This is an optimization exercise on Yosys and OpenROAD, whose aim is small area, a short achievable clock period and few clock cycles, not a production implementation.
No run shown here included a check of the RTL's function; only the layout flow was run.
Power and IR drop assume default switching activity.

### run.sh
#!/bin/bash
# synth_recipe.tcl (not shown) runs the flow's synth.tcl, then flattens the netlist and writes it again
# the make line also repeats each setting of config.mk as NAME=value (left out here)
make -C /OpenROAD-flow-scripts/flow DESIGN_CONFIG=/design/flow/config.mk WORK_HOME=/design/flow/orfs CLKGATE_MAP_FILE= SYNTH_SCRIPT=/design/flow/synth_recipe.tcl finish
### config.mk
export PLATFORM = sky130hd
export DESIGN_NAME = Tresholding
export DESIGN_NICKNAME = Tresholding
export VERILOG_FILES = /design/flow/design.v
export SDC_FILE = /design/flow/constraint.sdc
export NUM_CORES = 4
export LEC_CHECK = 0
export CAP_MARGIN = 20
export CORE_MARGIN = 2
export CORE_UTILIZATION = 40
export CTS_BUF_LIST = sky130_fd_sc_hd__clkbuf_8
export SETUP_SLACK_MARGIN = 5
export SLEW_MARGIN = 20
### constraint.sdc
create_clock -name core_clock -period 8.0 [get_ports {Clk}]
set_input_delay 1.6000 -clock core_clock [delete_from_list [all_inputs] [get_ports {Clk}]]
set_output_delay 1.6000 -clock core_clock [all_outputs]
set_load 0.01 [all_outputs]
### design.v
`timescale 1 ns/1 ns
module Tresholding(Go, P_Addr, P_Data, B_Addr, I_RW, I_En, O_RW, O_En, Done, T_Out, Clk, Rst);
	input Go;
	input [7:0] P_Data;
	output reg [16:0] P_Addr, B_Addr;
	output [7:0] T_Out;
	output I_RW, O_RW;
	output reg I_En, O_En, Done;
	input Clk, Rst;
	localparam K  = 8;           
	localparam L  = K + 4;       
	localparam NS = 320 / K;     
	localparam RW = 4;             
	assign I_RW = 1'b0;
	assign O_RW = 1'b1;
	reg         busy;            
	reg         run;             
	reg [RW-1:0] r;              
	reg [7:0]   cc;              
	reg [5:0]   s;               
	wire start   = Go & (~busy | Done);
	wire r_last  = (r == L-1);
	wire s_last  = (s == NS-1);
	wire c_end   = s_last ? (cc == 8'd241) : (cc == 8'd239);
	wire f_last  = r_last & s_last & (cc == 8'd241);
	wire rd_ok   = run & (cc < 8'd240) & ~((s == 0) & (r < 2)) & ~(s_last & (r >= L-2));
	wire ov      = run & (r >= 4) & ((cc >= 8'd2) | (s != 0));
	wire [1:0] otype = ~ov ? 2'd0 : ~r_last ? 2'd1 :
	                   ((cc == 8'd1) | (cc == 8'd241)) ? 2'd3 : 2'd2;
	always @(posedge Clk) begin
		if (Rst) begin
			busy <= 1'b0;
			run  <= 1'b0;
		end else begin
			if (start) begin
				busy <= 1'b1;
				run  <= 1'b1;
			end else begin
				if (Done) busy <= 1'b0;
				if (f_last) run <= 1'b0;
			end
		end
	end
	always @(posedge Clk) begin
		if (start) begin
			r  <= 0;
			cc <= 0;
			s  <= 0;
		end else if (run) begin
			if (r_last) begin
				r <= 0;
				if (c_end) begin
					cc <= 0;
					s  <= s + 1'b1;
				end else
					cc <= cc + 1'b1;
			end else
				r <= r + 1'b1;
		end
	end
	reg p_r0, p_c0;                  
	always @(posedge Clk) begin
		if (start) begin
			p_r0 <= 1'b1;
			p_c0 <= 1'b1;
		end else if (run) begin
			p_r0 <= r_last;
			p_c0 <= r_last & c_end;
		end
	end
	always @(posedge Clk) begin
		if (start)
			P_Addr <= 17'd479;
		else if (~p_r0)
			P_Addr <= P_Addr + 17'd240;
		else if (~p_c0)
			P_Addr <= P_Addr - (17'd240*(L-1) - 17'd1);
		else
			P_Addr <= P_Addr - 17'd959;
	end
	reg       rv;
	reg [3:0] m1, m2;                
	reg [1:0] ot1, ot2, ot3, ot4, ot5, ot6;
	always @(posedge Clk) begin
		if (Rst) begin
			I_En <= 1'b0;
			rv   <= 1'b0;
			ot1 <= 0; ot2 <= 0; ot3 <= 0; ot4 <= 0; ot5 <= 0;
			O_En <= 1'b0;
			Done <= 1'b0;
		end else begin
			I_En <= rd_ok;
			rv   <= I_En;
			ot1  <= otype;
			ot2  <= ot1;
			ot3  <= ot2;
			ot4  <= ot3;
			ot5  <= ot4;
			O_En <= (ot5 != 2'd0);
			Done <= (ot5 == 2'd3) & ~run;
		end
	end
	always @(posedge Clk) begin
		m1 <= {(cc == 8'd0) | (cc == 8'd1), (cc == 8'd1), (cc == 8'd2), (cc == 8'd2) | (cc == 8'd3)};
		m2 <= m1;
		ot6 <= ot5;
	end
	always @(posedge Clk) begin
		if (start)
			B_Addr <= 17'd0;
		else if (O_En) begin
			if (ot6 == 2'd1)
				B_Addr <= B_Addr + 17'd240;
			else if (ot6 == 2'd2)
				B_Addr <= B_Addr - (17'd240*(K-1) - 17'd1);
			else
				B_Addr <= B_Addr + 17'd1;
		end
	end
	localparam N = 4*L;
	reg [7:0] sr [0:N-1];
	wire [7:0] din = rv ? P_Data : 8'd0;
	integer i;
	always @(posedge Clk) begin
		sr[0] <= din;
		for (i = 1; i < N; i = i + 1)
			sr[i] <= sr[i-1];
	end
	wire [7:0] x4 = m2[3] ? 8'd0 : din;
	wire [7:0] x3 = m2[2] ? 8'd0 : sr[L-1];
	wire [7:0] x2 = sr[2*L-1];
	wire [7:0] x1 = m2[1] ? 8'd0 : sr[3*L-1];
	wire [7:0] x0 = m2[0] ? 8'd0 : sr[4*L-1];
	reg [8:0]  a04, a13;
	reg [10:0] c7;
	always @(posedge Clk) begin
		a04 <= x0 + x4;
		a13 <= x1 + x3;
		c7  <= {x2, 3'b000} - x2;
	end
	wire [7:0] c2 = sr[2*L];         
	reg [12:0] G;
	reg [16:0] X3;
	always @(posedge Clk) begin
		G   <= a04 + {a13, 2'b00} + c7;
		X3  <= {~c2, 8'd0} + {~c2, 3'd0} - {a13, 1'b0} - 17'd2040;
	end
	wire [7:0] c3 = sr[2*L+1];       
	reg [12:0] H0;
	reg [14:0] H1;
	reg [16:0] H3;
	always @(posedge Clk) begin
		H0 <= G;
		H1 <= {G, 2'b00} - {c3, 1'b0};
		H3 <= {G, 3'b000} - G + X3;
	end
	reg [12:0] Q1;
	reg [14:0] Q2;
	reg [16:0] Q3, Q4;
	wire [17:0] acc = Q4 + H0;
	reg  t;
	always @(posedge Clk) begin
		Q1 <= H0;
		Q2 <= Q1 + H1;
		Q3 <= Q2 + H3;
		Q4 <= Q3 + H1;
		t  <= acc[17] | acc[16];
	end
	assign T_Out = {8{t}};
endmodule
==> results of run 1 <==
-- kinds of logic (layout without fill, tap and decap cells) --
logic type | Yosys count | count (layout) | share of synthesized area (%)
other | 2 | 2 | 0.03503
and+or+nand+nor | 449 | 449 | 10.88
AOI/OAI and AO/OA | 352 | 352 | 10.59
buffers and inverters | 170 | 363 | 3.374
adders and majority gates | 174 | 174 | 11.10
xor gates and xnor gates | 128 | 128 | 5.230
muxes | 7 | 7 | 0.3269
DFF | 626 | 626 | 58.46
-- repair_timing --
action,CTS,global route
endpoints found under the setup margin,46,27
setup buffers,9,1
pin swaps,6,1
resized for setup,151,21
gates cloned,1,0
-- sequential cells by signal (all words and copies together), names as in the netlist, 15 cells and up --
| name | cells |
|---|---|
| B_Addr | 17 |
| sr | 384 |
| P_Addr | 17 |
| Q2 | 15 |
| Q4 | 17 |
| H3 | 17 |
| X3 | 16 |
| Q3 | 17 |
-- worst paths after layout --
path              cells past startpoint                       to              start
setup reg to reg                      6  B_Addr[12]$_SDFFE_PP0P_     ot6[1]$_DFF_P_
hold reg to reg                       0        sr[28][6]$_DFF_P_  sr[27][6]$_DFF_P_
hold / removal                        0        sr[28][6]$_DFF_P_  sr[27][6]$_DFF_P_
setup / recovery                      9           a04[7]$_DFF_P_          P_Data[2]
-- critical path, cell delays in order --
cell and delay, ps:
clkdlybuf4s50_1 440, and2_1 120, nor2b_2 170, ha_4 230, a21oi_4 140, nor2b_1 60
o21a_1 200, o41a_1 430, xor2_1 150
-- final cells by class --
type / count / area (sq um)
well taps: 688 / 860.8
multi-input cells: 1112 / 8278
repair buffers: 68 / 666.9
flip-flops and latches: 626 / 12630
clock inverters: 56 / 434.2
clock buffers: 114 / 1569
fillers: 4836 / 27860
inverters: 125 / 469.2
-- routing by layer --
metal	share of wire, %	track usage [%]
met5	0	0
met1	47	18.38
met2	47	24.62
met4	2.7	5.346
met3	3.7	3.295
-- cells in the mapped netlist (9+ instances only) --
| master | n | share of area [%] |
|---|---|---|
| nand2_1 | 77 | 1.3 |
| and2_1 | 16 | 0.47 |
| a21o_1 | 34 | 1.2 |
| or3_1 | 13 | 0.38 |
| nand4_1 | 23 | 0.67 |
| dfxtp_1 | 626 | 58 |
| o21bai_1 | 12 | 0.42 |
| buf_4 | 12 | 0.42 |
| clkbuf_1 | 25 | 0.44 |
| inv_1 | 125 | 2.2 |
| nor3_1 | 33 | 0.77 |
| a31oi_1 | 12 | 0.35 |
| o21a_1 | 9 | 0.32 |
| fa_1 | 27 | 2.5 |
| xnor2_1 | 81 | 3.3 |
| xor2_1 | 47 | 1.9 |
| nor2b_1 | 53 | 1.5 |
| o21ai_0 | 84 | 2.0 |
| nand3_1 | 43 | 1.0 |
| nand2b_1 | 19 | 0.55 |
| a21oi_1 | 97 | 2.3 |
| nor4_1 | 16 | 0.47 |
| ha_1 | 147 | 8.6 |
| o211ai_1 | 11 | 0.39 |
| a211oi_1 | 14 | 0.49 |
| nor2_1 | 107 | 1.9 |
-- per-stage QoR --
stage / total power [mW] / setup WS, ps / utilization [%] / std cells
global placement: 5.115 / 4251 / 42.90 / 2608
global route: 8.236 / 4990 / 47.20 / 2789
finish: 7.770 / 5028 / 47.20 / 2789
floorplan: 4.763 / 4775 / - / 1908
detailed placement: 5.156 / 4215 / 42.90 / 2608
CTS: 7.865 / 4750 / 47.12 / 2788
-- power by group --
part           switching [mW]  internal (mW)  total, mW
clock                    1.23           1.45       2.69
combinational           0.814          0.704       1.52
sequential              0.170           3.40       3.57
==> impl_results.md, run 1 <==
* Syn Nets at between 2000 and 2500
* Syn avg cell area at 11.24 sq um
* RD Place Congestion at 0.8353
* Power Density at 312.0 nW/um^2
* Final Hold Fails at 0
* Min Tclk post-route at approximately 3000 ps
* DRC viols at 0
* # hold bufs at CTS at 0
* Area grow syn2layout at 16.18%
* H-Tree Depth at 3
* LEAKAGE at between 10 and 15 nW
* Nature of the critical path startpoint: input port
* Die height at 235.5 um
* Chip width at around 240 um
* Die footprint at 55460 sq um
* Worst-case clock buffer depth at 3
* Vias post-DR at 13550
* Antenna viol nets, final at 0
* FP Rows at 84
* Arr. time, crit path at 3550 ps
* First-pass GRT wire length at 66.54 mm
* Hold Worst Slack at 302.0 ps
* Slew @ Worst Pin at roughly 860 ps
* Final WL at 40.06 mm
* Clock Tree Root: clkbuf_8
* Violation count after the first detailed-route iteration at ~640
* Max IR drop VDD at 0.1696 mV
* Most frequent cells in the layout: dfxtp_1, inv_1, ha_1, clkbuf_8, nor2_1
* Sum Neg Setup Slack at 0 ps
* Reg-to-reg slack, setup at 5170 ps
* Worst slew margin at 42.43%
* Max_cap viols at 0
* Seq cells post-synth at 626
* Vias in the first global route at 13750
* Worst skew pair latency at 700 ps
* Post-synthesis cell type count at 73
* Post-DP Area at 22640 sq um
* Most common cell after layout, fill and taps aside: dfxtp_1
* Grt ovf at 0
* Largest net degree at the start of global routing at 21
* Final setup viols at 0
* Routed len/inst at 14.36 um
* Unrepaired setup endpoints after global routing: true
* EDFF count, synth at 0
* Warnings, synthesis at 2
* CTS tree: built
* Fmax at 0.3365 GHz
* NumNets Final at 2214
* CP endpoint kind: flip-flop
* Crit share post-route at between 30% and 40%
* Initial DRT Pass Iterations at 5
* Sequential share of the synthesized area at 58.46%
* Core area at 52760 sq um
* Worst Path Required at 8580 ps
* Fin Clk Skew at roughly 52 ps
* Num ports at 58
* Synthesized cell area at ~21000 sq um
* Initial antenna violation count at 0
* Gr usage total at 14.63%
* Hold Crit Class: flip-flop to flip-flop
* Hpwl dp at 27.47 mm
* Inserted Diodes at 0
* Initial Util at between 40% and 50%
* Layout cells sized above 1 at approximately an eighth
* Post-synth top flop: dfxtp_1
* Final Max Slew Viols at 0
* Crit path max fanout at 2
* Clk sinks at about 630
* Vias/cell at 4.860
* Worst-path clk slew at 60 ps
* Mapped Cells at 1908
* Post-route cell area at 24910 sq um
* Cts bufs inserted at 96
* Worst setup path class: input port to flip-flop
* # port buffers at 55
* Synth async-reset ratio at 0%
* Status: finished clean
==> inputs of run 2 (changes only) <==
==> flow/run.sh (new file) <==
#!/bin/bash
# The standard layout, with ORFS's timing repair aiming at a larger setup margin.
bash standard.sh SETUP_SLACK_MARGIN=5.4 finish > standard.log 2>&1
==> standard.sh (new file) <==
#!/bin/bash
# synth_recipe.tcl (not shown) runs the flow's synth.tcl, then flattens the netlist and writes it again
# the make line also repeats each setting of config.mk as NAME=value (left out here)
make -C /OpenROAD-flow-scripts/flow DESIGN_CONFIG=/design/flow/config.mk WORK_HOME=/design/flow/orfs CLKGATE_MAP_FILE= SYNTH_SCRIPT=/design/flow/synth_recipe.tcl "${@:-finish}"
removed: run.sh
==> impl_results.md, run 2 <==
* Die footprint at 55460 sq um (unchanged)
* Synth top area cells: dfxtp_1, ha_1, xnor2_1, fa_1, a21oi_1
* Final Hold Fails at 0 (unchanged)
* CTS tree: built
* Initial antenna violation count at 0 (unchanged)
* Clk sinks at 626 (unchanged)
* Worst setup path class: flip-flop to primary output
* Synthesized cell area at 21440 sq um (unchanged)
* Syn Nets at 2093 (unchanged)
* Post-synth top flop: dfxtp_1
* Post-route cell area at 25710 sq um (+3.2%)
* Inserted Diodes at 0 (unchanged)
* DRC viols at 0 (unchanged)
* Violation count after the first detailed-route iteration at 701 (+10%)
* Worst-path clk slew at 60 ps (about the same)
* Status: finished clean
* Top cell type's share of synthesized area at 58.46% (unchanged)
* H-Tree Depth at 3 (unchanged)
* RD Place Congestion at 0.8224 (-1.5%)
* LEAKAGE at 10.97 nW (+3.1%)
* Worst setup margin at 5178 ps (+149.8 ps)
* Max IR drop VDD at 0.2083 mV (+23%)
* Hold Crit Class: flip-flop to flip-flop
* FP Rows at 84 (unchanged)
* Fmax at 0.3543 GHz (+5.3%)
* Warnings, synthesis at 2 (unchanged)
* Seq cells post-synth at 626 (unchanged)
* Worst slew margin at 46.51% (+4.1 points)
* # port buffers at 55 (unchanged)
* Cts bufs inserted at 96 (unchanged)
* Nature of the critical path startpoint: flip-flop
* Hpwl dp at 27.50 mm (+0.13%)
* Grt ovf at 0 (unchanged)
* Num ports at 58 (unchanged)
* Mapped Cells at 1908 (unchanged)
* Synth top cells by count: dfxtp_1, ha_1, inv_1
* Reg with most FFs: sr
* Worst Path Required at 6400 ps (-2180 ps)
* Worst-case clock buffer depth at 3 (unchanged)
* Core area at 52760 sq um (unchanged)
* Most common cell after layout, fill and taps aside: dfxtp_1
* Final Max Slew Viols at 0 (unchanged)
* Arr. time, crit path at 1220 ps (-2330 ps)
* Sw frac at 28.49% (-0.058 points)
* Max_cap viols at 0 (unchanged)
* Layout cells sized above 1 at 17.61% (+6.0 points)
* Initial DRT Pass Iterations at 6 (+1)
* Die height at 235.5 um (unchanged)
* NumNets Final at 2262 (+2.2%)
* Slew @ Worst Pin at 800.6 ps (-61.07 ps)
* Max reg flops at 384 (unchanged)
* Synth async-reset ratio at 0% (unchanged)
* Most frequent cells in the layout: dfxtp_1, inv_1, ha_1, clkbuf_8, nor2_1
* Final setup viols at 0 (unchanged)
* Power Density at 310.3 nW/um^2 (-0.54%)
* Fin Clk Skew at 45.86 ps (-6.536 ps)
* Sum Neg Setup Slack at 0 ps (unchanged)
* Vias/cell at 4.856 (about the same)
* Logic pwr share at 21.5% (+2.0 points)
* Sequential share of the synthesized area at 58.46% (unchanged)
* Min Tclk post-route at 2822 ps (-149.8 ps)
* Worst skew pair latency at 700 ps (about the same)
* Final WL at 41.06 mm (+2.5%)
* Vias post-DR at 13790 (+1.7%)
* Vias in the first global route at 13990 (+1.7%)
* # hold bufs at CTS at 0 (unchanged)
* Post-synthesis cell type count at 73 (unchanged)
* Unrepaired setup endpoints after global routing: true
* Initial Util at 40.63% (unchanged)
* Chip width at 235.5 um (unchanged)
* Cell taking the most area after synthesis: dfxtp_1
* Antenna viol nets, final at 0 (unchanged)
* EDFF count, synth at 0 (unchanged)
* NetSw at 2.273 mW (+2.5%)
* Syn avg cell area at 11.24 sq um (unchanged)
* Most frequent cell after synthesis: dfxtp_1
* Reg power frac at 44.4% (-1.5 points)
* First-pass GRT wire length at 67.79 mm (+1.9%)
* Post-DP Area at 22640 sq um (about the same)
* Routed len/inst at 14.46 um (+0.65%)
* Clock Tree Root: clkbuf_8
* Pre-CTS WS at 4256 ps (+40.72 ps)
* Clock power share at 34.1% (-0.5 points)
* Area grow syn2layout at 19.95%
* CP endpoint kind: primary output
* Crit path max fanout at 2 (unchanged)
* Largest net degree at the start of global routing at 21 (unchanged)
* Crit share post-route at 35.28% (-1.9 points)
* Internal power at 5.706 mW (+2.8%)
* Gr usage total at 14.96% (+0.33 points)
==> run 2: cells by family after synthesis <==
kind of cell / count (synthesis) / synth area share [%]
AOI/OAI and AO/OA: 352 / 10.59
xor gates and xnor gates: 128 / 5.230
adders and majority gates: 174 / 11.10
buffers and inverters: 170 / 3.374
DFF: 626 / 58.46
muxes: 7 / 0.3269
other: 2 / 0.03503
and+or+nand+nor: 449 / 10.88
==> run 2: final timing paths <==
kind	startpoint	endpoint	slack [ps]	depth (start not counted)
worst max register to register	G[3]$_DFF_P_	H3[16]$_DFF_P_	5470	9
worst max-delay path	B_Addr[5]$_SDFFE_PP0P_	B_Addr[5]	5180	2
worst min-delay path	sr[9][4]$_DFF_P_	sr[10][4]$_DFF_P_	310	0
worst min register to register	sr[9][4]$_DFF_P_	sr[10][4]$_DFF_P_	310	0
==> run 2: worst max-delay path, cell delays in order, from the launching register on <==
cell,delay [ps]
dfxtp_1,300
buf_6,120
buf_6,110
==> run 2: through the flow <==
step | utilization [%] | power [mW] | hold WS [ps] | instances
after floorplan | - | 4.763 | 309.6 | 1908
after global routing | 48.74 | 8.463 | 314.6 | 2840
after global placement | 42.91 | 5.109 | 309.7 | 2608
after CTS | 48.05 | 8.036 | 309.3 | 2830
final | 48.74 | 7.979 | 312.7 | 2840
after detailed placement | 42.91 | 5.144 | 312.1 | 2608
==> run 2: what timing repair did <==
item,CTS,global route
pin swaps,20,31
gates resized for setup,350,60
cloned,0,0
endpoints found under the setup margin,69,82
setup buffers,49,10
==> run 2: layout make-up <==
type,instances,area [sq um]
fillers,4739,27050
flip-flops and latches,626,12680
multi-input cells,1112,8576
clock buffers,114,1569
repair buffers,116,1095
well taps,688,860.8
inverters,125,469.2
clock inverters,59,464.2
==> run 2: routing by layer <==
metal	routed length [um]	up-vias	track usage, %	share of wire, %
li1	-	6899	-	-
met1	18730	6499	18.29	46
met2	19320	301	25.10	47
met3	1926	92	3.858	4.7
met4	1081	0	6.138	2.6
met5	0	-	0	0
==> run 2: power by group through the flow <==
stage / sequential (mW) / combinational [mW] / clock [mW]
6_report: 3.55 / 1.71 / 2.72
2_1_floorplan: 3.57 / 1.19 / 0
5_1_grt: 3.58 / 1.93 / 2.96
3_5_place_dp: 3.63 / 1.51 / 0
4_1_cts: 3.55 / 1.67 / 2.82
3_3_place_gp: 3.63 / 1.48 / 0
==> inputs of run 3 (changes only) <==
==> flow/run.sh (replaced) <==
#!/bin/bash
# The standard layout, with ORFS's timing repair aiming at a larger setup margin.
bash standard.sh SETUP_SLACK_MARGIN=5.6 finish > standard.log 2>&1
--- a/config.mk
+++ b/config.mk
@@ -9,5 +9,5 @@
 export CORE_MARGIN = 2
 export CORE_UTILIZATION = 40
-export CTS_BUF_LIST = sky130_fd_sc_hd__clkbuf_8
+export CTS_BUF_LIST = sky130_fd_sc_hd__clkbuf_16
 export SETUP_SLACK_MARGIN = 5
 export SLEW_MARGIN = 20
==> impl_results.md, run 3 <==
* Status: finished clean
* Unrepaired setup endpoints after global routing: true
* Clk sinks at 626 (unchanged)
* Syn avg cell area at 11.24 sq um (unchanged)
* Max_cap viols at 0 (unchanged)
* Synth top area cells: dfxtp_1, ha_1, xnor2_1, fa_1, a21oi_1
* Initial Util at 40.63% (unchanged)
* Fmax at 0.3532 GHz (-0.32%)
* Crit path max fanout at 2 (unchanged)
* Gr usage total at 15.12% (+0.16 points)
* RD Place Congestion at 0.8219 (about the same)
* Reg with most FFs: sr
* Vias in the first global route at 13720 (-1.9%)
* Most frequent cell after synthesis: dfxtp_1
* Worst skew pair latency at 600 ps (-100 ps)
* Final Hold Fails at 0 (unchanged)
* Worst slew margin at 43.34% (-3.2 points)
* Clock Tree Root: clkbuf_16
* Worst-path clk slew at 60 ps (about the same)
* Violation count after the first detailed-route iteration at 644 (-8.1%)
* Crit share post-route at 35.39% (+0.11 points)
* Most frequent cells in the layout: dfxtp_1, ha_1, inv_1, nor2_1, a21oi_1
* Reg-to-reg slack, setup at 5490 ps (+20 ps)
* Final setup viols at 0 (unchanged)
* Initial antenna violation count at 0 (unchanged)
* Slew @ Worst Pin at 848.0 ps (+47.49 ps)
* Chip width at 235.5 um (unchanged)
* # port buffers at 55 (unchanged)
* Antenna viol nets, final at 0 (unchanged)
* Synthesized cell area at 21440 sq um (unchanged)
* Post-synth top flop: dfxtp_1
* # hold bufs at CTS at 0 (unchanged)
* Cell taking the most area after synthesis: dfxtp_1
* Synth top cells by count: dfxtp_1, ha_1, inv_1
* NumNets Final at 2253 (-0.40%)
* Fin Clk Skew at 27.29 ps (-18.57 ps)
* Warnings, synthesis at 2 (unchanged)
* Worst-case clock buffer depth at 3 (unchanged)
* Sequential share of the synthesized area at 58.46% (unchanged)
* Synth async-reset ratio at 0% (unchanged)
* Largest net degree at the start of global routing at 36 (+71%)
* Power Density at 319.8 nW/um^2 (+3.1%)
* Die footprint at 55460 sq um (unchanged)
* Cts bufs inserted at 66 (-31%)
* Hpwl dp at 27.56 mm (+0.19%)
* Most common cell after layout, fill and taps aside: dfxtp_1
* Num ports at 58 (unchanged)
* First-pass GRT wire length at 68.30 mm (+0.75%)
* Routed len/inst at 15.13 um (+4.7%)
* Mapped Cells at 1908 (unchanged)
* CP endpoint kind: flip-flop
* DRC viols at 0 (unchanged)
* H-Tree Depth at 3 (unchanged)
* Nature of the critical path startpoint: input port
* Placed cells at 2606 (-0.077%)
* Sum Neg Setup Slack at 0 ps (unchanged)
* Layout cells sized above 1 at 19.62% (+2.0 points)
* Core area at 52760 sq um (unchanged)
* Worst setup path class: input port to flip-flop
* EDFF count, synth at 0 (unchanged)
* Hold Worst Slack at 320.4 ps (+7.686 ps)
* Post-Layout Cell Count at 2809 (-1.1%)
* Vias post-DR at 13780 (-0.12%)
* Hold Crit Class: flip-flop to flip-flop
* Max reg flops at 384 (unchanged)
* Grt ovf at 0 (unchanged)
* Area grow syn2layout at 23.43%
* Vias/cell at 4.904 (+0.99%)
* Arr. time, crit path at 3320 ps (+2100 ps)
* Min Tclk post-route at 2831 ps (+9.100 ps)
* Worst Path Required at 8490 ps (+2090 ps)
* CTS tree: built
* Syn Nets at 2093 (unchanged)
* Max IR drop VDD at 0.2407 mV (+16%)
* Initial DRT Pass Iterations at 5 (-1)
* Die height at 235.5 um (unchanged)
* LEAKAGE at 11.12 nW (+1.4%)
* Post-synthesis cell type count at 73 (unchanged)
* Seq cells post-synth at 626 (unchanged)
* Top cell type's share of synthesized area at 58.46% (unchanged)
* Final Max Slew Viols at 0 (unchanged)
* Final WL at 42.50 mm (+3.5%)
* FP Rows at 84 (unchanged)
-- run 3: worst max-delay path: stages --
cell and delay (ps):
buf_6 90, and2_4 140, nor2b_4 130, ha_4 230
a21o_1 180, a21oi_4 170, nor2b_4 60, o21a_1 200
o41a_1 350, xor2_1 160
-- run 3: timing repair --
action,4_1_cts,5_1_grt
buffers inserted,57,23
cloned,0,2
pin swaps,43,54
resized for setup,418,83
hold endpoints to repair,0,0
setup endpoints to repair,93,99
-- run 3: power breakdown --
group | leakage, nW | internal [mW] | switching (mW) | total [mW]
registers | 5.11 | 3.40 | 0.143 | 3.54
clock network | 1.11 | 1.79 | 1.28 | 3.06
logic | 4.90 | 0.904 | 0.949 | 1.85
-- run 3: cells by family after synthesis --
group	synth area share, %
AOI/OAI and AO/OA	10.59
xor gates and xnor gates	5.230
adders and majority gates	11.10
buffers and inverters	3.374
DFF	58.46
muxes	0.3269
other	0.03503
and+or+nand+nor	10.88
-- run 3: final timing paths --
check                          from                 to  depth (start not counted)
hold / removal    sr[36][7]$_DFF_P_  sr[37][7]$_DFF_P_                          0
setup reg to reg     a13[0]$_DFF_P_      G[11]$_DFF_P_                         10
hold reg to reg   sr[36][7]$_DFF_P_  sr[37][7]$_DFF_P_                          0
setup / recovery          P_Data[1]     a04[7]$_DFF_P_                         10
-- run 3: layout make-up --
type | count | area [sq um]
Inverter | 125 | 471.7
Multi-Input combinational cell | 1114 | 8912
Tap cell | 688 | 860.8
Timing Repair Buffer | 135 | 1259
Fill cell | 4651 | 26300
Clock buffer | 67 | 1677
Sequential cell | 626 | 12720
Antenna cell | 1 | 2.502
Clock inverter | 53 | 556.8
-- run 3: metrics by stage --
stage               utilization (%)  setup slack (ps)  power (mW)  cell area, sq um
global route                  50.14              5150       8.918             26460
detailed placement            42.92              4234       5.156             22650
global placement              42.92              4253       5.111             22650
finish                        50.15              5169       8.461             26460
CTS                           49.19              5079       8.468             25950
floorplan                         -              4787       4.764             21500
-- run 3: layer usage --
metal  vias up  global-route usage [%]  routed length [um]
met2       261                   25.63               20220
li1       6868                       -                   -
met1      6570                   18.89               19460
met4         0                   5.829                 984
met5         -                       0                   0
met3        76                   3.131                1841
==> inputs of run 4 (changes only) <==
--- a/config.mk
+++ b/config.mk
@@ -10,4 +10,6 @@
 export CORE_UTILIZATION = 40
 export CTS_BUF_LIST = sky130_fd_sc_hd__clkbuf_16
+export CTS_CLUSTER_DIAMETER = 100
+export CTS_CLUSTER_SIZE = 30
 export SETUP_SLACK_MARGIN = 5
 export SLEW_MARGIN = 20
==> impl_results.md, run 4 <==
* Final WL at 40.54 mm (-4.6%)
* Violation count after the first detailed-route iteration at 619 (-3.9%)
* Sw frac at 29.43% (+1.4 points)
* Internal power at 4.923 mW (-19%)
* Final Hold Fails at 0 (unchanged)
* Clock Tree Root: clkbuf_16
* Delay-heaviest family, CP: compound AO/OA/AOI/OAI gates
* Num ports at 58 (unchanged)
* NumNets Final at 2215 (-1.7%)
* Syn Nets at 2093 (unchanged)
* Synthesized cell area at 21440 sq um (unchanged)
* Reg-to-Reg End: G[11]$_DFF_P_
* Reg-to-reg slack, setup at 5490 ps (about the same)
* CP max stage cell: o41a_1
* Worst-case clock buffer depth at 3 (unchanged)
* Syn avg cell area at 11.24 sq um (unchanged)
* Routed len/inst at 14.88 um (-1.6%)
* Seq cells post-synth at 626 (unchanged)
* Nature of the critical path startpoint: input port
* Worst Path Required at 8500 ps (about the same)
* Synth async-reset ratio at 0% (unchanged)
* DRC viols at 0 (unchanged)
* Post-DP Area at 22650 sq um (unchanged)
* NetSw at 2.053 mW (-13%)
* Initial Util at 40.63% (unchanged)
* Worst-path clk slew at 110 ps (+50 ps)
* Logic pwr share at 26.9% (+5.0 points)
* CTS tree: built
* H-Tree Depth at 1 (-2)
* Crit share post-route at 36.05% (+0.66 points)
* Post-route cell area at 24950 sq um (-5.7%)
* Die height at 235.5 um (unchanged)
* Layout cells sized above 1 at 16.90% (-2.7 points)
* Warnings, synthesis at 2 (unchanged)
* Vias in the first global route at 13140 (-4.2%)
* Sum Neg Setup Slack at 0 ps (unchanged)
* Area grow syn2layout at 16.40%
* Final Max Slew Viols at 0 (unchanged)
* RD Place Congestion at 0.8219 (unchanged)
* Worst setup margin at 5116 ps (-52.56 ps)
* Post-synthesis cell type count at 73 (unchanged)
* Total Power at 6.975 mW (-18%)
* Unrepaired setup endpoints after global routing: true
* HP Start: sr[38][3]$_DFF_P_
* Initial antenna violation count at 0 (unchanged)
* Gr usage total at 14.31% (-0.81 points)
* Max_cap viols at 0 (unchanged)
* Power Density at 279.6 nW/um^2 (-13%)
* Most frequent CP cell: nor2b_4
* Worst skew pair latency at 600 ps (about the same)
* Max reg flops at 384 (unchanged)
* Worst slew margin at 42.89% (-0.45 points)
* Cts bufs inserted at 26 (-61%)
* Initial DRT Pass Iterations at 5 (unchanged)
* CP endpoint kind: flip-flop
* Chip width at 235.5 um (unchanged)
* Reg power frac at 50.7% (+8.8 points)
* Fin Clk Skew at 22.97 ps (-4.329 ps)
* Synth top area cells: dfxtp_1, ha_1, xnor2_1, fa_1, a21oi_1
* Crit path max fanout at 2 (unchanged)
* Hold Path Depth at 0 (unchanged)
* R2r startpoint: a13[0]$_DFF_P_
* Most frequent cell after synthesis: dfxtp_1
* WP buf/inv at 1 (unchanged)
* Vias/cell at 4.936 (+0.66%)
* Cell taking the most area after synthesis: dfxtp_1
* Arr. time, crit path at 3390 ps (+70 ps)
* Slew @ Worst Pin at 854.8 ps (+6.749 ps)
* Pre-CTS WS at 4234 ps (unchanged)
* Most common cell after layout, fill and taps aside: dfxtp_1
* Synth top cells by count: dfxtp_1, ha_1, inv_1
* Grt ovf at 0 (unchanged)
* LEAKAGE at 10.38 nW (-6.6%)
* Vias post-DR at 13450 (-2.4%)
* Mapped Cells at 1908 (unchanged)
* Max incr delay on CP at 340 ps (about the same)
* Largest net degree at the start of global routing at 36 (unchanged)
* EDFF count, synth at 0 (unchanged)
* Inserted Diodes at 0 (-1)
* Hold Crit Class: flip-flop to flip-flop
* Min Tclk post-route at 2884 ps (+52.56 ps)
* Most frequent cells in the layout: dfxtp_1, ha_1, inv_1, nor2_1, a21oi_1
* Post-synth top flop: dfxtp_1
* Worst-case reg-to-reg path depth at 10 (unchanged)
* # port buffers at 55 (unchanged)
* Clock power share at 22.4% (-14 points)
* Worst-path cell chain: buf_6 > and2_4 > nor2b_4 > ha_1 > a21o_1 > a21oi_4 > nor2b_4 > o21a_1 > o41a_1 > xor2_1
* Worst setup path class: input port to flip-flop
* Hpwl dp at 27.56 mm (unchanged)
* Sequential share of the synthesized area at 58.46% (unchanged)
* Final setup viols at 0 (unchanged)
* Die footprint at 55460 sq um (unchanged)
* First-pass GRT wire length at 65.67 mm (-3.8%)
* Worst Hold End: sr[39][3]$_DFF_P_
* FP Rows at 84 (unchanged)
* Antenna viol nets, final at 0 (unchanged)
* Status: finished clean
* Max IR drop VDD at 0.1921 mV (-20%)
* Core area at 52760 sq um (unchanged)
* Fmax at 0.3468 GHz (-1.8%)
* # hold bufs at CTS at 0 (unchanged)
* Top cell type's share of synthesized area at 58.46% (unchanged)
* Reg with most FFs: sr
* Clk sinks at 626 (unchanged)
run 4: cell counts after synthesis:
Identical to the previous run, type by type.
run 4: layer usage:
layer,GRT usage (%),share of wire (%),up-vias
li1,-,-,6740
met1,18.73,47,6412
met2,24.99,48,225
met3,1.712,3.2,70
met4,3.783,2.5,0
met5,0,0,-
run 4: worst max path at each step:
| stage | endpoint | depth (start not counted) | start |
|---|---|---|---|
| 3_5_place_dp | a04[6]$_DFF_P_ | 10 | P_Data[0] |
| 6_report | a04[7]$_DFF_P_ | 10 | P_Data[1] |
| 3_3_place_gp | a04[7]$_DFF_P_ | 10 | P_Data[1] |
| 5_1_grt | a04[7]$_DFF_P_ | 10 | P_Data[1] |
| 4_1_cts | a04[7]$_DFF_P_ | 10 | P_Data[1] |
| 2_1_floorplan | a04[7]$_DFF_P_ | 9 | P_Data[1] |
run 4: cells by family (layout without fill, tap and decap cells):
family	Yosys count	in the layout	synth area share (%)
xor+xnor	128	128	5.230
compound gates	352	352	10.59
other cells	2	2	0.03503
mux	7	7	0.3269
flops	626	626	58.46
simple gates	449	450	10.88
buf+inv	170	297	3.374
fa+ha+maj	174	174	11.10
run 4: final cells by class:
| cell class | instances | area, sq um |
|---|---|---|
| clock inverters | 8 | 106.4 |
| well taps | 688 | 860.8 |
| fillers | 4816 | 27810 |
| flip-flops and latches | 626 | 12710 |
| multi-input cells | 1113 | 8877 |
| repair buffers | 138 | 1270 |
| clock buffers | 26 | 650.6 |
| inverters | 125 | 471.7 |
run 4: power groups by stage:
stage / Combinational [mW] / Clock [mW] / Sequential [mW]
CTS: 1.78 / 1.63 / 3.54
floorplan: 1.19 / 0 / 3.57
global placement: 1.49 / 0 / 3.63
global route: 2.08 / 1.73 / 3.57
finish: 1.88 / 1.56 / 3.54
detailed placement: 1.53 / 0 / 3.63
run 4: stage by stage:
| step | cells | utilization, % | hold slack, ps |
|---|---|---|---|
| finish | 2724 | 47.29 | 311.6 |
| floorplan | 1908 | - | 309.6 |
| detailed placement | 2606 | 42.92 | 312.1 |
| global route | 2724 | 47.29 | 314.6 |
| global placement | 2606 | 42.92 | 309.8 |
| CTS | 2704 | 46.49 | 313.4 |
run 4: timing repair:
action / 4_1_cts / 5_1_grt
buffers inserted: 64 / 19
pin swaps: 45 / 40
gates cloned: 0 / 1
setup endpoints to repair: 94 / 99
gates resized for setup: 414 / 77
==> inputs of run 5 (changes only) <==
==> flow/run.sh (replaced) <==
#!/bin/bash
# The standard layout, with ORFS's timing repair aiming at a larger setup
# margin and a clock tree without dummy loads.
bash standard.sh SETUP_SLACK_MARGIN=5.4 "CTS_ARGS=-sink_clustering_enable -repair_clock_nets -dont_use_dummy_load -buf_list sky130_fd_sc_hd__clkbuf_8" finish > standard.log 2>&1
--- a/config.mk
+++ b/config.mk
@@ -9,7 +9,5 @@
 export CORE_MARGIN = 2
 export CORE_UTILIZATION = 40
-export CTS_BUF_LIST = sky130_fd_sc_hd__clkbuf_16
-export CTS_CLUSTER_DIAMETER = 100
-export CTS_CLUSTER_SIZE = 30
+export CTS_BUF_LIST = sky130_fd_sc_hd__clkbuf_8
 export SETUP_SLACK_MARGIN = 5
 export SLEW_MARGIN = 20
==> impl_results.md, run 5 <==
* R2r startpoint: B_Addr[0]$_SDFFE_PP0P_
* Hold Crit Class: flip-flop to flip-flop
* Arr. time, crit path at 3330 ps (-60 ps)
* Worst slew margin at 46.69% (+3.8 points)
* Vias post-DR at 13680 (+1.7%)
* Met1 wire length at 18.64 mm (-1.8%)
* Final Hold Fails at 0 (unchanged)
* Slew @ Worst Pin at 797.9 ps (-56.91 ps)
* Nature of the critical path startpoint: input port
* CTS tree: built
* Core area at 52760 sq um (unchanged)
* NumNets Final at 2260 (+2.0%)
* Vias in the first global route at 13870 (+5.6%)
* Worst Path Required at 8560 ps (+60 ps)
* Routed wl met2 at 19.27 mm (about the same)
* Seq cells post-synth at 626 (unchanged)
* Syn Nets at 2093 (unchanged)
* Worst-path clk slew at 60 ps (-50 ps)
* # hold bufs at CTS at 0 (unchanged)
* Die height at 235.5 um (unchanged)
* Worst skew pair latency at 670 ps (+70 ps)
* Final Max Slew Viols at 0 (unchanged)
* Hpwl dp at 27.50 mm (-0.19%)
* Die footprint at 55460 sq um (unchanged)
* First-pass GRT wire length at 67.23 mm (+2.4%)
* Worst-case reg-to-reg path depth at 9 (-1)
* Final setup viols at 0 (unchanged)
* Crit path max fanout at 3 (+1)
* Synth top area cells: dfxtp_1, ha_1, xnor2_1, fa_1, a21oi_1
* Reg-to-reg slack, setup at 5420 ps (-70 ps)
* Post-synthesis cell type count at 73 (unchanged)
* Max incr delay on CP at 400 ps (+60 ps)
* Initial antenna violation count at 0 (unchanged)
* Mapped Cells at 1908 (unchanged)
* Max_cap viols at 0 (unchanged)
* LEAKAGE at 10.49 nW (+1.0%)
* Clock Tree Root: clkbuf_8
* HP Start: sr[28][6]$_DFF_P_
* Syn avg cell area at 11.24 sq um (unchanged)
* Min Tclk post-route at 2766 ps (-118.0 ps)
* Gr usage total at 14.85% (+0.54 points)
* Hold Path Depth at 0 (unchanged)
* Hold Worst Slack at 275.8 ps (-35.84 ps)
* Power Density at 295.6 nW/um^2 (+5.7%)
* Worst Hold End: sr[29][6]$_DFF_P_
* Placed cells at 2608 (+0.077%)
* Cell taking the most area after synthesis: dfxtp_1
* Worst setup margin at 5234 ps (+118.0 ps)
* Antenna viol nets, final at 0 (unchanged)
* Vias/cell at 4.955 (+0.38%)
* Clk sinks at 626 (unchanged)
* Chip width at 235.5 um (unchanged)
* Delay-heaviest family, CP: compound AO/OA/AOI/OAI gates
* Top cell type's share of synthesized area at 58.46% (unchanged)
* Reg-to-Reg End: B_Addr[12]$_SDFFE_PP0P_
* Sum Neg Setup Slack at 0 ps (unchanged)
* Sequential share of the synthesized area at 58.46% (unchanged)
* Max reg flops at 384 (unchanged)
* Cts bufs inserted at 96 (+270%)
* CP endpoint kind: flip-flop
* Most frequent cells in the layout: dfxtp_1, ha_1, inv_1, nor2_1, clkbuf_8
* Grt ovf at 0 (unchanged)
* EDFF count, synth at 0 (unchanged)
* # port buffers at 55 (unchanged)
* # fillers at 4818 (+0.042%)
* Reg with most FFs: sr
* DR top layer: met4
* DR WL met3 at 1.817 mm (+42%)
* Largest net degree at the start of global routing at 21 (-42%)
* Final WL at 40.86 mm (+0.79%)
* Post-Layout Cell Count at 2761 (+1.4%)
* Violation count after the first detailed-route iteration at 676 (+9.2%)
* Unrepaired setup endpoints after global routing: true
* Initial DRT Pass Iterations at 5 (unchanged)
* Layout cells sized above 1 at 15.97% (-0.93 points)
* Crit share post-route at 34.57% (-1.5 points)
* Worst-path cell chain: clkdlybuf4s50_1 > and2_1 > nor2b_1 > ha_1 > o21a_1 > o41a_1 > xor2_1
* RD Place Congestion at 0.8224 (about the same)
* Num ports at 58 (unchanged)
* Max IR drop VDD at 0.2006 mV (+4.4%)
* Initial Util at 40.63% (unchanged)
* Routed len/inst at 14.80 um (-0.56%)
* Synthesized cell area at 21440 sq um (unchanged)
* Final core occ at 47.31% (about the same)
* Worst setup path class: input port to flip-flop
* Warnings, synthesis at 2 (unchanged)
* Pre-CTS WS at 4256 ps (+21.76 ps)
* DRC viols at 0 (unchanged)
* Post-synth top flop: dfxtp_1
* WP buf/inv at 1 (unchanged)
* Synth top cells by count: dfxtp_1, ha_1, inv_1
* Worst-case clock buffer depth at 3 (unchanged)
* Most frequent cell after synthesis: dfxtp_1
* Fmax at 0.3616 GHz (+4.3%)
* Status: finished clean
* H-Tree Depth at 3 (+2)
* FP Rows at 84 (unchanged)
* Area grow syn2layout at 16.44% (about the same)
* Inserted Diodes at 0 (unchanged)
* Synth async-reset ratio at 0% (unchanged)
* CP max stage cell: clkdlybuf4s50_1
* Fin Clk Skew at 87.64 ps (+64.68 ps)
* Most common cell after layout, fill and taps aside: dfxtp_1
==> run 5: changes by cell type in the layout (fill, tap and decap cells not counted), moves of 5 or more <==
cell and change:
clkbuf_8 +96, clkbuf_16 -26, buf_4 -20, dfxtp_1 +15, dfxtp_2 -8, inv_1 +8, inv_2 -8, dfxtp_4 -7
ha_4 -7, ha_1 +6, buf_6 -5, o21ai_0 +5, o21ai_1 -5
==> run 5: power by group <==
| part | switching, mW | internal (mW) |
|---|---|---|
| Sequential | 0.146 | 3.40 |
| Clock | 1.03 | 1.05 |
| Combinational | 0.904 | 0.838 |
| Total | 2.08 | 5.30 |
==> run 5: stage by stage <==
step           power, mW  instance area, sq um
2_1_floorplan      4.763                 21470
3_3_place_gp       5.109                 22640
3_5_place_dp       5.144                 22640
4_1_cts            7.411                 24670
5_1_grt            7.846                 24960
6_report           7.378                 24960
==> run 5: cells by family (layout without fill, tap and decap cells) <==
| family | count (synthesis) | count (layout) | synth area share [%] |
|---|---|---|---|
| buf+inv | 170 | 335 | 3.374 |
| simple gates | 449 | 449 | 10.88 |
| fa+ha+maj | 174 | 174 | 11.10 |
| xor+xnor | 128 | 128 | 5.230 |
| mux | 7 | 7 | 0.3269 |
| flops | 626 | 626 | 58.46 |
| compound gates | 352 | 352 | 10.59 |
| other cells | 2 | 2 | 0.03503 |
==> run 5: how the worst max path moves through the flow <==
stage,from,end,cells after the start
after floorplan,P_Data[1],a04[7]$_DFF_P_,9
after detailed placement,P_Data[1],a04[7]$_DFF_P_,10
after global routing,B_Addr[5]$_SDFFE_PP0P_,B_Addr[5],2
after global placement,P_Data[1],a04[7]$_DFF_P_,10
final,P_Data[4],a04[7]$_DFF_P_,7
after CTS,B_Addr[5]$_SDFFE_PP0P_,B_Addr[5],2
==> run 5: layer usage <==
layer / global-route usage, % / vias to the layer above
li1: - / 6829
met1: 18.21 / 6461
met2: 25.00 / 299
met3: 3.389 / 93
met4: 6.427 / 0
met5: 0 / -
==> run 5: final cells by class <==
| class | instances | area, sq um | area share, % |
|---|---|---|---|
| repair buffers | 114 | 1062 | 4.256 |
| well taps | 688 | 860.8 | 3.449 |
| flip-flops and latches | 626 | 12680 | 50.79 |
| multi-input cells | 1112 | 8569 | 34.33 |
| inverters | 125 | 469.2 | 1.880 |
| clock buffers | 96 | 1321 | 5.293 |
==> run 5: repair_timing <==
| item | 4_1_cts | 5_1_grt |
|---|---|---|
| setup endpoints to repair | 71 | 84 |
| endpoints found under the hold margin | 0 | 0 |
| buffers inserted | 50 | 7 |
| pin swaps | 21 | 23 |
| resized for setup | 356 | 52 |
==> inputs of run 6 (changes only) <==
==> flow/run.sh (replaced) <==
#!/bin/bash
# The standard layout, with ORFS's timing repair aiming at a larger setup
# margin and a clock tree without dummy loads.
bash standard.sh SETUP_SLACK_MARGIN=5.4 "CTS_ARGS=-sink_clustering_enable -repair_clock_nets -dont_use_dummy_load -buf_list sky130_fd_sc_hd__clkbuf_8 -sink_clustering_size 20 -sink_clustering_max_diameter 50" finish > standard.log 2>&1
==> impl_results.md, run 6 <==
* Status: finished clean
* LEAKAGE at 10.15 nW (-3.3%)
* Worst slew margin at 46.59% (-0.11 points)
* Syn avg cell area at 11.24 sq um (unchanged)
* Arr. time, crit path at 1180 ps (-2150 ps)
* NetSw at 1.957 mW (-6.0%)
* Internal power at 4.795 mW (-9.4%)
* Most common cell after layout, fill and taps aside: dfxtp_1
* Cell taking the most area after synthesis: dfxtp_1
* Clock Tree Root: clkbuf_8
* Vias post-DR at 13350 (-2.5%)
* Hold Worst Slack at 256.3 ps (-19.53 ps)
* Min Tclk post-route at 2779 ps (+12.79 ps)
* Worst Path Required at 6400 ps (-2160 ps)
* Hold Crit Class: flip-flop to flip-flop
* Max IR drop VDD at 0.1784 mV (-11%)
* NumNets Final at 2212 (-2.1%)
* Warnings, synthesis at 2 (unchanged)
* Most frequent cells in the layout: dfxtp_1, ha_1, inv_1, nor2_1, a21oi_1
* # fillers at 4867 (+1.0%)
* Sum Neg Setup Slack at 0 ps (unchanged)
* CP endpoint kind: primary output
* HP Start: sr[22][3]$_DFF_P_
* Num ports at 58 (unchanged)
* Post-route cell area at 24390 sq um (-2.3%)
* CTS tree: built
* H-Tree Depth at 2 (-1)
* Initial antenna violation count at 0 (unchanged)
* R2r startpoint: B_Addr[0]$_SDFFE_PP0P_
* Initial Util at 40.63% (unchanged)
* Worst skew pair latency at 680 ps (about the same)
* Routed len/inst at 14.79 um (about the same)
* Worst Hold End: sr[23][3]$_DFF_P_
* Clk sinks at 626 (unchanged)
* Post-synthesis cell type count at 73 (unchanged)
* Top cell type's share of synthesized area at 58.46% (unchanged)
* Crit path max fanout at 2 (-1)
* First-pass GRT wire length at 66.02 mm (-1.8%)
* Reg-to-reg slack, setup at 5480 ps (+60 ps)
* Reg with most FFs: sr
* Synth top area cells: dfxtp_1, ha_1, xnor2_1, fa_1, a21oi_1
* Reg-to-Reg End: B_Addr[12]$_SDFFE_PP0P_
* Syn Nets at 2093 (unchanged)
* Largest net degree at the start of global routing at 21 (unchanged)
* DRC viols at 0 (unchanged)
* Logic pwr share at 25.5% (+1.9 points)
* Fin Clk Skew at 84.16 ps (-3.484 ps)
* Die height at 235.5 um (unchanged)
* Sequential share of the synthesized area at 58.46% (unchanged)
* FP Rows at 84 (unchanged)
* Worst-path clk slew at 110 ps (+50 ps)
* Seq cells post-synth at 626 (unchanged)
* Most frequent cell after synthesis: dfxtp_1
* Worst-case reg-to-reg path depth at 8 (-1)
* Worst-case clock buffer depth at 3 (unchanged)
* Final Hold Fails at 0 (unchanged)
* Final Max Slew Viols at 0 (unchanged)
* Clock power share at 22.0% (-6.3 points)
* EDFF count, synth at 0 (unchanged)
* Slew @ Worst Pin at 799.5 ps (+1.579 ps)
* Die footprint at 55460 sq um (unchanged)
* Synth top cells by count: dfxtp_1, ha_1, inv_1
* Final WL at 40.15 mm (-1.7%)
* Post-DP Area at 22640 sq um (unchanged)
* Initial DRT Pass Iterations at 5 (unchanged)
* Worst setup path class: flip-flop to primary output
* Unrepaired setup endpoints after global routing: true
* Max reg flops at 384 (unchanged)
* Cts bufs inserted at 51 (-47%)
* Synth async-reset ratio at 0% (unchanged)
* Nature of the critical path startpoint: flip-flop
* Core area at 52760 sq um (unchanged)
* Max_cap viols at 0 (unchanged)
* Power Density at 276.8 nW/um^2 (-6.4%)
* Gr usage total at 14.49% (-0.36 points)
* Area grow syn2layout at 13.79%
* Layout cells sized above 1 at 14.47% (-1.5 points)
* Reg power frac at 52.5% (+4.4 points)
* Final setup viols at 0 (unchanged)
* Mapped Cells at 1908 (unchanged)
* Antenna viol nets, final at 0 (unchanged)
* Sw frac at 28.98% (+0.75 points)
* Chip width at 235.5 um (unchanged)
* Crit share post-route at 34.73% (+0.16 points)
* Fmax at 0.3599 GHz (-0.46%)
* Violation count after the first detailed-route iteration at 631 (-6.7%)
* RD Place Congestion at 0.8224 (unchanged)
* Post-synth top flop: dfxtp_1
* Vias/cell at 4.917 (-0.77%)
* Synthesized cell area at 21440 sq um (unchanged)
* Vias in the first global route at 13440 (-3.1%)
* # port buffers at 55 (unchanged)
* Hpwl dp at 27.50 mm (unchanged)
* Hold Path Depth at 0 (unchanged)
* Grt ovf at 0 (unchanged)
[run 6: cell counts after synthesis]
No cell type changed its count.
[run 6: worst max-delay path: stages, from the launching register on]
cell and delay [ps]:
dfxtp_2 320, buf_6 120, buf_6 110
[run 6: layout make-up]
| cell class | instances | area [sq um] | share of cell area (%) |
|---|---|---|---|
| inverter | 125 | 474.2 | 1.944 |
| timing repair buffer | 111 | 1039 | 4.257 |
| sequential | 626 | 12680 | 51.99 |
| tap | 688 | 860.8 | 3.529 |
| antenna | 1 | 2.502 | 0.01026 |
| multi-input combinational | 1112 | 8633 | 35.39 |
| clock buffer | 51 | 701.9 | 2.878 |
[run 6: repair_timing]
| action | in CTS | in global routing |
|---|---|---|
| pin swaps | 18 | 36 |
| setup endpoints to repair | 69 | 83 |
| gates resized for setup | 350 | 69 |
| hold buffers | 0 | 0 |
| setup buffers | 48 | 6 |
[run 6: worst max path at each step]
stage	from	end	cells past startpoint
after floorplan	P_Data[1]	a04[7]$_DFF_P_	9
after global placement	P_Data[1]	a04[7]$_DFF_P_	10
after detailed placement	P_Data[1]	a04[7]$_DFF_P_	10
after CTS	B_Addr[5]$_SDFFE_PP0P_	B_Addr[5]	2
after global routing	B_Addr[5]$_SDFFE_PP0P_	B_Addr[5]	2
final	B_Addr[5]$_SDFFE_PP0P_	B_Addr[5]	2
[run 6: routing by layer]
metal  wire (um)  global-route usage (%)
met1       18740                   18.28
met2       18990                   25.03
met3        1479                   2.744
met4         942                   4.536
met5           0                       0
[run 6: cell families after synthesis]
family	after synthesis	synth area share, %
compound gates	352	10.59
xor+xnor	128	5.230
fa+ha+maj	174	11.10
buf+inv	170	3.374
flops	626	58.46
mux	7	0.3269
other cells	2	0.03503
simple gates	449	10.88
[run 6: metrics by stage]
stage	instances	worst slack (ps)	power [mW]	util, %
2_1_floorplan	1908	4787	4.763	-
3_3_place_gp	2608	4266	5.109	42.91
6_report	2714	5221	6.752	46.23
3_5_place_dp	2608	4256	5.144	42.91
5_1_grt	2713	5148	7.193	46.23
4_1_cts	2707	5162	6.777	45.51
[run 6: power groups by stage]
| stage | clock network, mW | logic (mW) | registers, mW |
|---|---|---|---|
| after global placement | 0 | 1.48 | 3.63 |
| final | 1.48 | 1.72 | 3.54 |
| after floorplan | 0 | 1.19 | 3.57 |
| after CTS | 1.56 | 1.67 | 3.55 |
| after detailed placement | 0 | 1.51 | 3.63 |
| after global routing | 1.68 | 1.94 | 3.58 |
==> inputs of run 7 (changes only) <==
==> flow/run.sh (replaced) <==
#!/bin/bash
# The standard layout, with ORFS's timing repair aiming at a larger setup
# margin and a clock tree without dummy loads.
bash standard.sh SETUP_SLACK_MARGIN=5.4 "CTS_ARGS=-sink_clustering_enable -repair_clock_nets -dont_use_dummy_load -buf_list sky130_fd_sc_hd__clkbuf_8 -sink_clustering_size 16 -sink_clustering_max_diameter 80" finish > standard.log 2>&1
==> impl_results.md, run 7 <==
* RD Place Congestion at 0.8224 (unchanged)
* Chip width at 235.5 um (unchanged)
* Crit share post-route at 34.31% (-0.42 points)
* Violation count after the first detailed-route iteration at 599 (-5.1%)
* Largest net degree at the start of global routing at 21 (unchanged)
* Synth top area cells: dfxtp_1, ha_1, xnor2_1, fa_1, a21oi_1
* Hold Crit Class: flip-flop to flip-flop
* FP Rows at 84 (unchanged)
* Power Density at 275.7 nW/um^2 (-0.39%)
* Final Hold Fails at 0 (unchanged)
* Gr usage total at 14.48% (about the same)
* Initial DRT Pass Iterations at 5 (unchanged)
* Clock Tree Root: clkbuf_8
* Initial Util at 40.63% (unchanged)
* Sum Neg Setup Slack at 0 ps (unchanged)
* DRC viols at 0 (unchanged)
* Min Tclk post-route at 2745 ps (-33.83 ps)
* LEAKAGE at 10.11 nW (-0.37%)
* Synth async-reset ratio at 0% (unchanged)
* Core area at 52760 sq um (unchanged)
* Worst setup path class: flip-flop to primary output
* Vias post-DR at 13430 (+0.60%)
* # fillers at 4875 (+0.16%)
* Cts bufs inserted at 46 (-9.8%)
* Worst slew margin at 46.88% (+0.29 points)
* Grt ovf at 0 (unchanged)
* Mapped Cells at 1908 (unchanged)
* Most frequent cell after synthesis: dfxtp_1
* Delay-heaviest family, CP: flip-flops
* Worst-path clk slew at 90 ps (-20 ps)
* Num ports at 58 (unchanged)
* Layout cells sized above 1 at 14.00% (-0.47 points)
* Initial antenna violation count at 0 (unchanged)
* Worst setup path start: B_Addr[5]$_SDFFE_PP0P_
* Max reg flops at 384 (unchanged)
* Clk sinks at 626 (unchanged)
* Pre-CTS WS at 4256 ps (unchanged)
* Synth top cells by count: dfxtp_1, ha_1, inv_1
* Fin Clk Skew at 92.85 ps (+8.694 ps)
* WP buf/inv at 2 (unchanged)
* H-Tree Depth at 2 (unchanged)
* Die height at 235.5 um (unchanged)
* Max incr delay on CP at 330 ps (about the same)
* # port buffers at 55 (unchanged)
* Antenna viol nets, final at 0 (unchanged)
* CP endpoint kind: primary output
* HP Start: sr[31][5]$_DFF_P_
* Crit path max fanout at 2 (unchanged)
* Syn avg cell area at 11.24 sq um (unchanged)
* Top cell type's share of synthesized area at 58.46% (unchanged)
* NumNets Final at 2208 (-0.18%)
* EDFF count, synth at 0 (unchanged)
* Slew @ Worst Pin at 795.1 ps (-4.390 ps)
* CTS tree: built
* Worst Path Required at 6400 ps (about the same)
* Seq cells post-synth at 626 (unchanged)
* Hpwl dp at 27.50 mm (unchanged)
* Most frequent cells in the layout: dfxtp_1, ha_1, inv_1, nor2_1, a21oi_1
* First-pass GRT wire length at 66.01 mm (about the same)
* Max IR drop VDD at 0.2040 mV (+14%)
* Nature of the critical path startpoint: flip-flop
* Post-synthesis cell type count at 73 (unchanged)
* CP max stage cell: dfxtp_2
* Fmax at 0.3643 GHz (+1.2%)
* Most frequent CP cell: buf_6
* Unrepaired setup endpoints after global routing: true
* Routed len/inst at 14.79 um (about the same)
* Vias in the first global route at 13450 (+0.097%)
* Worst skew pair latency at 650 ps (-30 ps)
* Final Max Slew Viols at 0 (unchanged)
* Inserted Diodes at 0 (-1)
* Reg with most FFs: sr
* Warnings, synthesis at 2 (unchanged)
* Vias/cell at 4.956 (+0.79%)
* Arr. time, crit path at 1140 ps (-40 ps)
* Final WL at 40.07 mm (-0.18%)
* Status: finished clean
* Post-synth top flop: dfxtp_1
* Most common cell after layout, fill and taps aside: dfxtp_1
* Final setup viols at 0 (unchanged)
* Cell taking the most area after synthesis: dfxtp_1
* Syn Nets at 2093 (unchanged)
* R2r startpoint: sr[24][0]$_DFF_P_
* Worst setup margin at 5255 ps (+33.83 ps)
* Area grow syn2layout at 13.10%
* Die footprint at 55460 sq um (unchanged)
* Sequential share of the synthesized area at 58.46% (unchanged)
* # hold bufs at CTS at 0 (unchanged)
* Worst-path cell chain: buf_6 > buf_6
* Worst-case clock buffer depth at 3 (unchanged)
* Max_cap viols at 0 (unchanged)
* Synthesized cell area at 21440 sq um (unchanged)
run 7: through the flow:
| step | power (mW) | hold slack [ps] | cell area (sq um) | utilization (%) | std cells |
|---|---|---|---|---|---|
| floorplan | 4.763 | 309.6 | 21470 | - | 1908 |
| global placement | 5.109 | 309.7 | 22640 | 42.91 | 2608 |
| detailed placement | 5.144 | 312.1 | 22640 | 42.91 | 2608 |
| CTS | 6.710 | 279.9 | 23970 | 45.43 | 2705 |
| global route | 7.123 | 304.9 | 24250 | 45.95 | 2709 |
| finish | 6.685 | 297.0 | 24250 | 45.95 | 2709 |
run 7: worst register-to-register path, stage by stage (launching register included):
cell	delay (ps)
dfxtp_2	380
inv_1	100
fa_1	520
ha_2	310
o21ai_4	210
inv_1	60
o21ai_1	260
a21oi_4	90
or4_1	420
nand3_1	80
run 7: final cells by class:
class	count	area, sq um	share of cell area, %
tap	688	860.8	3.550
clock buffer	46	633.1	2.611
inverter	125	471.7	1.945
sequential	626	12680	52.32
timing repair buffer	112	1027	4.237
multi-input combinational	1112	8568	35.34
run 7: worst paths after layout:
kind,to,slack (ps),cells after the start
setup / recovery,B_Addr[5],5260,2
hold reg to reg,sr[32][5]$_DFF_P_,300,0
hold / removal,sr[32][5]$_DFF_P_,300,0
setup reg to reg,X3[12]$_DFF_P_,5490,9
run 7: cell families (layout without fill, tap and decap cells):
group | count (synthesis) | in the layout | share of synthesized area (%)
AOI/OAI and AO/OA | 352 | 352 | 10.59
xor gates and xnor gates | 128 | 128 | 5.230
adders and majority gates | 174 | 174 | 11.10
buffers and inverters | 170 | 283 | 3.374
DFF | 626 | 626 | 58.46
muxes | 7 | 7 | 0.3269
other | 2 | 2 | 0.03503
and+or+nand+nor | 449 | 449 | 10.88
run 7: timing repair:
item	CTS	global route
pin swaps	26	28
endpoints found under the setup margin	69	87
setup buffers	51	4
gates resized for setup	356	51
run 7: layer usage:
layer / up-vias / track usage, % / wire length (um)
li1: 6724 / - / -
met1: 6372 / 18.26 / 18750
met2: 241 / 24.93 / 18780
met3: 89 / 2.146 / 1272
met4: 0 / 5.675 / 1275
met5: - / 0 / 0
run 7: report_power, final:
group	total [mW]	internal, mW	switching [mW]
logic	1.73	0.831	0.899
registers	3.54	3.40	0.144
clock network	1.41	0.516	0.898
==> inputs of run 8 (changes only) <==
--- a/design.v
+++ b/design.v
@@ -8,5 +8,5 @@
 	output reg I_En, O_En, Done;
 	input Clk, Rst;
-	localparam K  = 8;           
+	localparam K  = 10;          
 	localparam L  = K + 4;       
 	localparam NS = 320 / K;     
@@ -79,12 +79,13 @@
 			P_Addr <= P_Addr - 17'd959;
 	end
-	reg       rv;
-	reg [3:0] m1, m2;                
-	reg [1:0] ot1, ot2, ot3, ot4, ot5, ot6;
+	reg       rv, rvd;
+	reg [3:0] m1, m2, m3;            
+	reg [1:0] ot1, ot2, ot3, ot4, ot5, ot6, ot7;
 	always @(posedge Clk) begin
 		if (Rst) begin
 			I_En <= 1'b0;
 			rv   <= 1'b0;
-			ot1 <= 0; ot2 <= 0; ot3 <= 0; ot4 <= 0; ot5 <= 0;
+			rvd  <= 1'b0;
+			ot1 <= 0; ot2 <= 0; ot3 <= 0; ot4 <= 0; ot5 <= 0; ot6 <= 0;
 			O_En <= 1'b0;
 			Done <= 1'b0;
@@ -92,4 +93,5 @@
 			I_En <= rd_ok;
 			rv   <= I_En;
+			rvd  <= rv;
 			ot1  <= otype;
 			ot2  <= ot1;
@@ -97,6 +99,7 @@
 			ot4  <= ot3;
 			ot5  <= ot4;
-			O_En <= (ot5 != 2'd0);
-			Done <= (ot5 == 2'd3) & ~run;
+			ot6  <= ot5;
+			O_En <= (ot6 != 2'd0);
+			Done <= (ot6 == 2'd3) & ~run;
 		end
 	end
@@ -104,5 +107,6 @@
 		m1 <= {(cc == 8'd0) | (cc == 8'd1), (cc == 8'd1), (cc == 8'd2), (cc == 8'd2) | (cc == 8'd3)};
 		m2 <= m1;
-		ot6 <= ot5;
+		m3 <= m2;
+		ot7 <= ot6;
 	end
 	always @(posedge Clk) begin
@@ -110,7 +114,7 @@
 			B_Addr <= 17'd0;
 		else if (O_En) begin
-			if (ot6 == 2'd1)
+			if (ot7 == 2'd1)
 				B_Addr <= B_Addr + 17'd240;
-			else if (ot6 == 2'd2)
+			else if (ot7 == 2'd2)
 				B_Addr <= B_Addr - (17'd240*(K-1) - 17'd1);
 			else
@@ -120,16 +124,18 @@
 	localparam N = 4*L;
 	reg [7:0] sr [0:N-1];
-	wire [7:0] din = rv ? P_Data : 8'd0;
+	reg [7:0] pd;                    
+	wire [7:0] din = rvd ? pd : 8'd0;
 	integer i;
 	always @(posedge Clk) begin
+		pd    <= P_Data;
 		sr[0] <= din;
 		for (i = 1; i < N; i = i + 1)
 			sr[i] <= sr[i-1];
 	end
-	wire [7:0] x4 = m2[3] ? 8'd0 : din;
-	wire [7:0] x3 = m2[2] ? 8'd0 : sr[L-1];
+	wire [7:0] x4 = m3[3] ? 8'd0 : din;
+	wire [7:0] x3 = m3[2] ? 8'd0 : sr[L-1];
 	wire [7:0] x2 = sr[2*L-1];
-	wire [7:0] x1 = m2[1] ? 8'd0 : sr[3*L-1];
-	wire [7:0] x0 = m2[0] ? 8'd0 : sr[4*L-1];
+	wire [7:0] x1 = m3[1] ? 8'd0 : sr[3*L-1];
+	wire [7:0] x0 = m3[0] ? 8'd0 : sr[4*L-1];
 	reg [8:0]  a04, a13;
 	reg [10:0] c7;
==> impl_results.md, run 8 <==
* First-pass GRT wire length at 64.78 mm (-1.8%)
* Worst setup path class: flip-flop to flip-flop
* Num ports at 58 (unchanged)
* Die height at 242.4 um (+2.9%)
* Worst Hold End: sr[19][2]$_DFF_P_
* Layout cells sized above 1 at 13.70% (-0.30 points)
* Delay-heaviest family, CP: compound AO/OA/AOI/OAI gates
* Seq cells post-synth at 705 (+13%)
* Initial antenna violation count at 1 (+1)
* Crit share post-route at 34.35% (+0.041 points)
* Max_cap viols at 0 (unchanged)
* WP buf/inv at 0 (-2)
* Worst slew margin at 45.26% (-1.6 points)
* Largest net degree at the start of global routing at 26 (+24%)
* Hold Path Depth at 0 (unchanged)
* # hold bufs at CTS at 0 (unchanged)
* Worst-path cell chain: fa_1 > ha_4 > nor2b_4 > o31a_1 > o31a_1 > o2111ai_2 > and3_4 > o31ai_4 > xor2_1
* Warnings, synthesis at 2 (unchanged)
* Grt ovf at 0 (unchanged)
* Chip width at 242.4 um (+2.9%)
* Syn avg cell area at 11.74 sq um (+4.5%)
* Crit path max fanout at 2 (unchanged)
* Min Tclk post-route at 2748 ps (+3.250 ps)
* Hpwl dp at 27.18 mm (-1.2%)
* Nature of the critical path startpoint: flip-flop
* Status: finished clean
* CP endpoint kind: flip-flop
* Syn Nets at 2121 (+1.3%)
* LEAKAGE at 10.76 nW (+6.4%)
* Post-synthesis cell type count at 83 (+14%)
* Worst skew pair latency at 660 ps (about the same)
* Core area at 56280 sq um (+6.7%)
* Final Hold Fails at 0 (unchanged)
* H-Tree Depth at 2 (unchanged)
* Reg-to-reg slack, setup at 5250 ps (-240 ps)
* Cts bufs inserted at 51 (+11%)
* Area grow syn2layout at 12.89%
* Antenna viol nets, final at 0 (unchanged)
* Worst-case reg-to-reg path depth at 9 (unchanged)
* Synth async-reset ratio at 0% (unchanged)
* Gr usage total at 13.39% (-1.1 points)
* Sequential cell area at 14280 sq um (+13%)
* Reg with most FFs: sr
* Most common cell after layout, fill and taps aside: dfxtp_1
* Mapped Cells at 1936 (+1.5%)
* Reg-to-Reg End: H3[15]$_DFF_P_
* Most frequent cells in the layout: dfxtp_1, ha_1, nor2_1, inv_1, xnor2_1
* Clock Tree Root: clkbuf_8
* Total Power at 6.779 mW (+1.4%)
-- run 8: changes by cell type after synthesis, moves of 12 or more --
cell and change:
a21o_1 -12, nand3_1 -25, nor2_1 +32, o21a_1 +15, dfxtp_1 +79, a21oi_1 -17, o21ai_0 -25, o21ai_1 +18
-- run 8: how the worst max path moves through the flow --
stage,end,slack (ps),depth (start not counted)
2_1_floorplan,H3[15]$_DFF_P_,5420,10
3_3_place_gp,cc[0]$_SDFFE_PP0P_,4560,5
3_5_place_dp,cc[3]$_SDFFE_PP0P_,4490,5
4_1_cts,T_Out[2],5210,1
5_1_grt,H3[15]$_DFF_P_,5180,9
6_report,H3[15]$_DFF_P_,5250,9
-- run 8: worst reg2reg max path, stage by stage, from the launching register on --
cell and delay, ps:
dfxtp_4 370, fa_1 580, ha_4 220, nor2b_4 120, o31a_1 310, o31a_1 340
o2111ai_2 220, and3_4 250, o31ai_4 70, xor2_1 150
-- run 8: power breakdown --
group	switching [mW]	internal (mW)
combinational	0.687	0.687
clock	0.989	0.571
sequential	0.112	3.73
-- run 8: cells by family after synthesis --
group           count (synthesis)  share of synthesized area (%)
flops                         705                          62.09
mux                             8                         0.3578
xor+xnor                      140                          5.394
other cells                     2                        0.03304
buf+inv                       171                          3.170
fa+ha+maj                     176                          10.56
compound gates                307                          8.895
simple gates                  427                          9.500
-- run 8: through the flow --
stage / instances / worst slack, ps / hold slack, ps / utilization (%)
floorplan: 1936 / 5421 / 309.6 / -
global placement: 2706 / 4555 / 309.6 / 42.65
detailed placement: 2706 / 4488 / 312.1 / 42.65
CTS: 2801 / 5206 / 278.7 / 45.05
global route: 2814 / 5181 / 286.0 / 45.59
finish: 2815 / 5252 / 280.8 / 45.60
-- run 8: area by class of cell --
class,instances,share of cell area (%)
flip-flops and latches,705,55.65
multi-input cells,1060,32.10
repair buffers,114,3.935
well taps,756,3.686
clock buffers,51,2.735
inverters,128,1.882
diodes,1,0.009752
-- run 8: timing repair --
action                                  CTS  global route
resized for setup                       336            47
setup buffers                            44            13
pin swaps                                17            32
endpoints found under the setup margin   76            68
cloned                                    0             0
-- run 8: layer usage --
metal	routed length, um	GRT usage (%)	vias up	part of all wire, %
met5	14	0	-	0.036
met4	984	4.357	2	2.5
met3	1381	2.703	68	3.6
met2	18140	22.64	174	47
met1	18340	17.10	6215	47
li1	-	-	6666	-

static timing again, ports no longer ideal:
The results above use ideal ports. As a check the final layouts listed here were re-extracted and re-timed, cells and wires unchanged.
Step 1 sets driving cells, clkbuf_16 on the clock port and buf_2 on the other inputs (assumed; they add their load-dependent delay and slew).
Step 2 times the ports against the registers' clock, not the clock port: input delays grow and output delays shrink by t, the midpoint of the rising clock arrivals with the driver on.
Slacks: no drivers / after step 1 / after step 2; pairs: no drivers / after step 1.
run	t, ns	setup slack, ns
run 1	0.728	5.028 / 5.014 / 4.325
run 2	0.731	5.178 / 5.124 / 4.619
run 3	0.647	5.169 / 5.157 / 4.549
run 4	0.655	5.116 / 5.109 / 4.485
run 5	0.680	5.234 / 5.200 / 4.582
run 6	0.680	5.221 / 5.168 / 4.652
run 7	0.654	5.255 / 5.202 / 4.638
run 8	0.659	5.252 / 5.234 / 4.809
After both steps every run listed still meets setup and hold.
